This design comes from an exercise in tuning for small area on the open sky130 flow, not from production work.
The RTL was checked by simulation tests, not by an equivalence proof against the original design.
No activity file was given, so power comes from the tool's default toggle rates.

==> inputs of 06-16 <==
// dkong_audio
module dkong_audio (
	input         clk,
	input         rst_n,
	input         dkjr,
	input   [7:0] snd_dat,
	input         decay_n,
	input   [2:0] sw,
	input   [7:0] wav_rom_do,
	output reg [15:0] sound,
	output [18:0] wav_rom_a
);
reg [8:0] cnt;
reg       en;
always @(posedge clk or negedge rst_n) begin
	if (!rst_n) begin
		cnt <= 9'd0;
		en  <= 1'b0;
	end else begin
		en  <= (cnt == 9'd499);
		cnt <= (cnt == 9'd499) ? 9'd0 : cnt + 9'd1;
	end
end
wire last = (cnt == 9'd499);    
reg exp_hit;
always @* begin
	case (count)
      15'd10: exp_hit = 1'b1;
      15'd29: exp_hit = 1'b1;
      15'd48: exp_hit = 1'b1;
      15'd67: exp_hit = 1'b1;
      15'd86: exp_hit = 1'b1;
      15'd105: exp_hit = 1'b1;
      15'd124: exp_hit = 1'b1;
      15'd144: exp_hit = 1'b1;
      15'd163: exp_hit = 1'b1;
      15'd183: exp_hit = 1'b1;
      15'd202: exp_hit = 1'b1;
      15'd222: exp_hit = 1'b1;
      15'd242: exp_hit = 1'b1;
      15'd262: exp_hit = 1'b1;
      15'd282: exp_hit = 1'b1;
      15'd302: exp_hit = 1'b1;
      15'd322: exp_hit = 1'b1;
      15'd342: exp_hit = 1'b1;
      15'd362: exp_hit = 1'b1;
      15'd382: exp_hit = 1'b1;
      15'd403: exp_hit = 1'b1;
      15'd423: exp_hit = 1'b1;
      15'd444: exp_hit = 1'b1;
      15'd465: exp_hit = 1'b1;
      15'd485: exp_hit = 1'b1;
      15'd506: exp_hit = 1'b1;
      15'd527: exp_hit = 1'b1;
      15'd548: exp_hit = 1'b1;
      15'd569: exp_hit = 1'b1;
      15'd591: exp_hit = 1'b1;
      15'd612: exp_hit = 1'b1;
      15'd633: exp_hit = 1'b1;
      15'd655: exp_hit = 1'b1;
      15'd677: exp_hit = 1'b1;
      15'd698: exp_hit = 1'b1;
      15'd720: exp_hit = 1'b1;
      15'd742: exp_hit = 1'b1;
      15'd764: exp_hit = 1'b1;
      15'd786: exp_hit = 1'b1;
      15'd808: exp_hit = 1'b1;
  ...
export LEC_CHECK = 0
export ABC_AREA = 1
export CAP_MARGIN = 20
export CORE_MARGIN = 2
export CORE_UTILIZATION = 40
export GPL_TIMING_DRIVEN = 0
export SLEW_MARGIN = 20
create_clock -name core_clock -period 40.0 [get_ports {clk}]
standard.sh (not shown) runs the stock make flow with config.mk's settings and CLKGATE_MAP_FILE= SYNTH_SCRIPT=/design/flow/synth_recipe.tcl, a recipe that flattens the netlist after the stock synthesis.
==> flow/flow/run.sh <==
#!/bin/bash
# Own flow: the standard layout (standard.sh) with two changes:
#  - synthesis maps logic with a different ABC area script (flow/abc_area.script);
#    (without gate upsizing); everything else in synthesis, including the flip-flop mapping, is the standard one;
#  - the clock tree uses larger sink clusters (30 sinks) and no dummy loads;
#  - the port buffers (every input and output still gets one) are buf_1 cells.
# Each tool's full output goes to a log file in this folder.
set -euo pipefail
rm -rf scripts
cp -r "$FLOW_HOME/scripts" scripts
cp flow/abc_area.script scripts/abc_area.script
bash standard.sh SCRIPTS_DIR="$PWD/scripts" \
  CTS_ARGS="-sink_clustering_enable -repair_clock_nets -sink_clustering_size 30 -sink_clustering_max_diameter 100 -dont_use_dummy_load" \
  BUFFER_PORTS_ARGS="-buffer_cell sky130_fd_sc_hd__buf_1" \
  finish > standard.log 2>&1
==> flow/flow/abc_area.script <==
strash
&get -n
&fraig -x
&put
scorr
dc2
strash
&get -n
&dch -f
&nf -R 1000
&put
strash
dc2
&get -n
&dch -f
&nf -R 1000
&put
topo
stime -c
dnsize -c
==> 07-03: changes against 06-16 <==
==> flow/flow/run.sh (replaced) <==
#!/bin/bash
# Own flow: the standard layout (standard.sh) with two changes:
#  - synthesis maps logic with a different ABC area script (flow/abc_area.script);
#    everything else in synthesis, including the flip-flop mapping, is the standard one;
#  - the clock tree uses larger sink clusters (25 sinks) and no dummy loads;
#  - the port buffers (every input and output still gets one) are buf_1 cells.
# Each tool's full output goes to a log file in this folder.
set -euo pipefail
rm -rf scripts
cp -r "$FLOW_HOME/scripts" scripts
cp flow/abc_area.script scripts/abc_area.script
bash standard.sh SCRIPTS_DIR="$PWD/scripts" \
  CTS_ARGS="-sink_clustering_enable -repair_clock_nets -sink_clustering_size 25 -sink_clustering_max_diameter 100 -dont_use_dummy_load" \
  BUFFER_PORTS_ARGS="-buffer_cell sky130_fd_sc_hd__buf_1" \
  finish > standard.log 2>&1
--- a/flow/flow/abc_area.script
+++ b/flow/flow/abc_area.script
@@ -19,2 +19,3 @@
 stime -c
+upsize -c
 dnsize -c
==> 02-06: changes against 06-16 <==
--- a/flow/flow/run.sh
+++ b/flow/flow/run.sh
@@ -4,3 +4,3 @@
 #    (without gate upsizing); everything else in synthesis, including the flip-flop mapping, is the standard one;
-#  - the clock tree uses larger sink clusters (30 sinks) and no dummy loads;
+#  - the clock tree uses larger sink clusters (25 sinks) and no dummy loads;
 #  - the port buffers (every input and output still gets one) are buf_1 cells.
@@ -12,3 +12,3 @@
 bash standard.sh SCRIPTS_DIR="$PWD/scripts" \
-  CTS_ARGS="-sink_clustering_enable -repair_clock_nets -sink_clustering_size 30 -sink_clustering_max_diameter 100 -dont_use_dummy_load" \
+  CTS_ARGS="-sink_clustering_enable -repair_clock_nets -sink_clustering_size 25 -sink_clustering_max_diameter 100 -dont_use_dummy_load" \
   BUFFER_PORTS_ARGS="-buffer_cell sky130_fd_sc_hd__buf_1" \
==> notes.md <==
The lowest via count belongs to 07-03, the highest to 02-06. Against 07-03, the combinational power of 06-16 is larger by about 3%. In register-to-register slack, 02-06 and 06-16 hardly differ. 06-16 finished with timing, DRC and antenna clean. 07-03 completed without violations. 02-06 finished clean. The highest clock-buffer cell count belongs to 02-06, the lowest to 06-16. Cell count, highest first: 07-03, 02-06, 06-16. Against 06-16, the clock skew of 07-03 is lower by 0.015 ns.

## re-timing with driven ports
In the flow no input, the clock included, has a driving cell. The finished layouts below were timed again as built, in two steps.
Step 1, drivers: a clkbuf_16 drives clk and a buf_2 each remaining input, both assumed.
Step 2 also shifts input and output timing later by t, the mid clock arrival at the registers, as if the neighbouring blocks saw the same clock.
Three values: ideal ports, drivers, drivers and shift; two values: the first two.
run	shift t [ns]	setup WS [ns]	slew at the worst register clock pin (ns)	pins driven straight from the clock port
06-16	0.626	29.419 / 29.419 / 29.401	0.12 / 0.12	1
07-03	0.614	29.923 / 29.953 / 29.339	0.11 / 0.11	1
02-06	0.631	29.406 / 29.406 / 29.393	0.10 / 0.10	1
After both steps every run listed still meets setup and hold. The setup slack of 07-03, which loses most, moves by +0.030 ns with the drivers and by -0.584 ns with both steps.
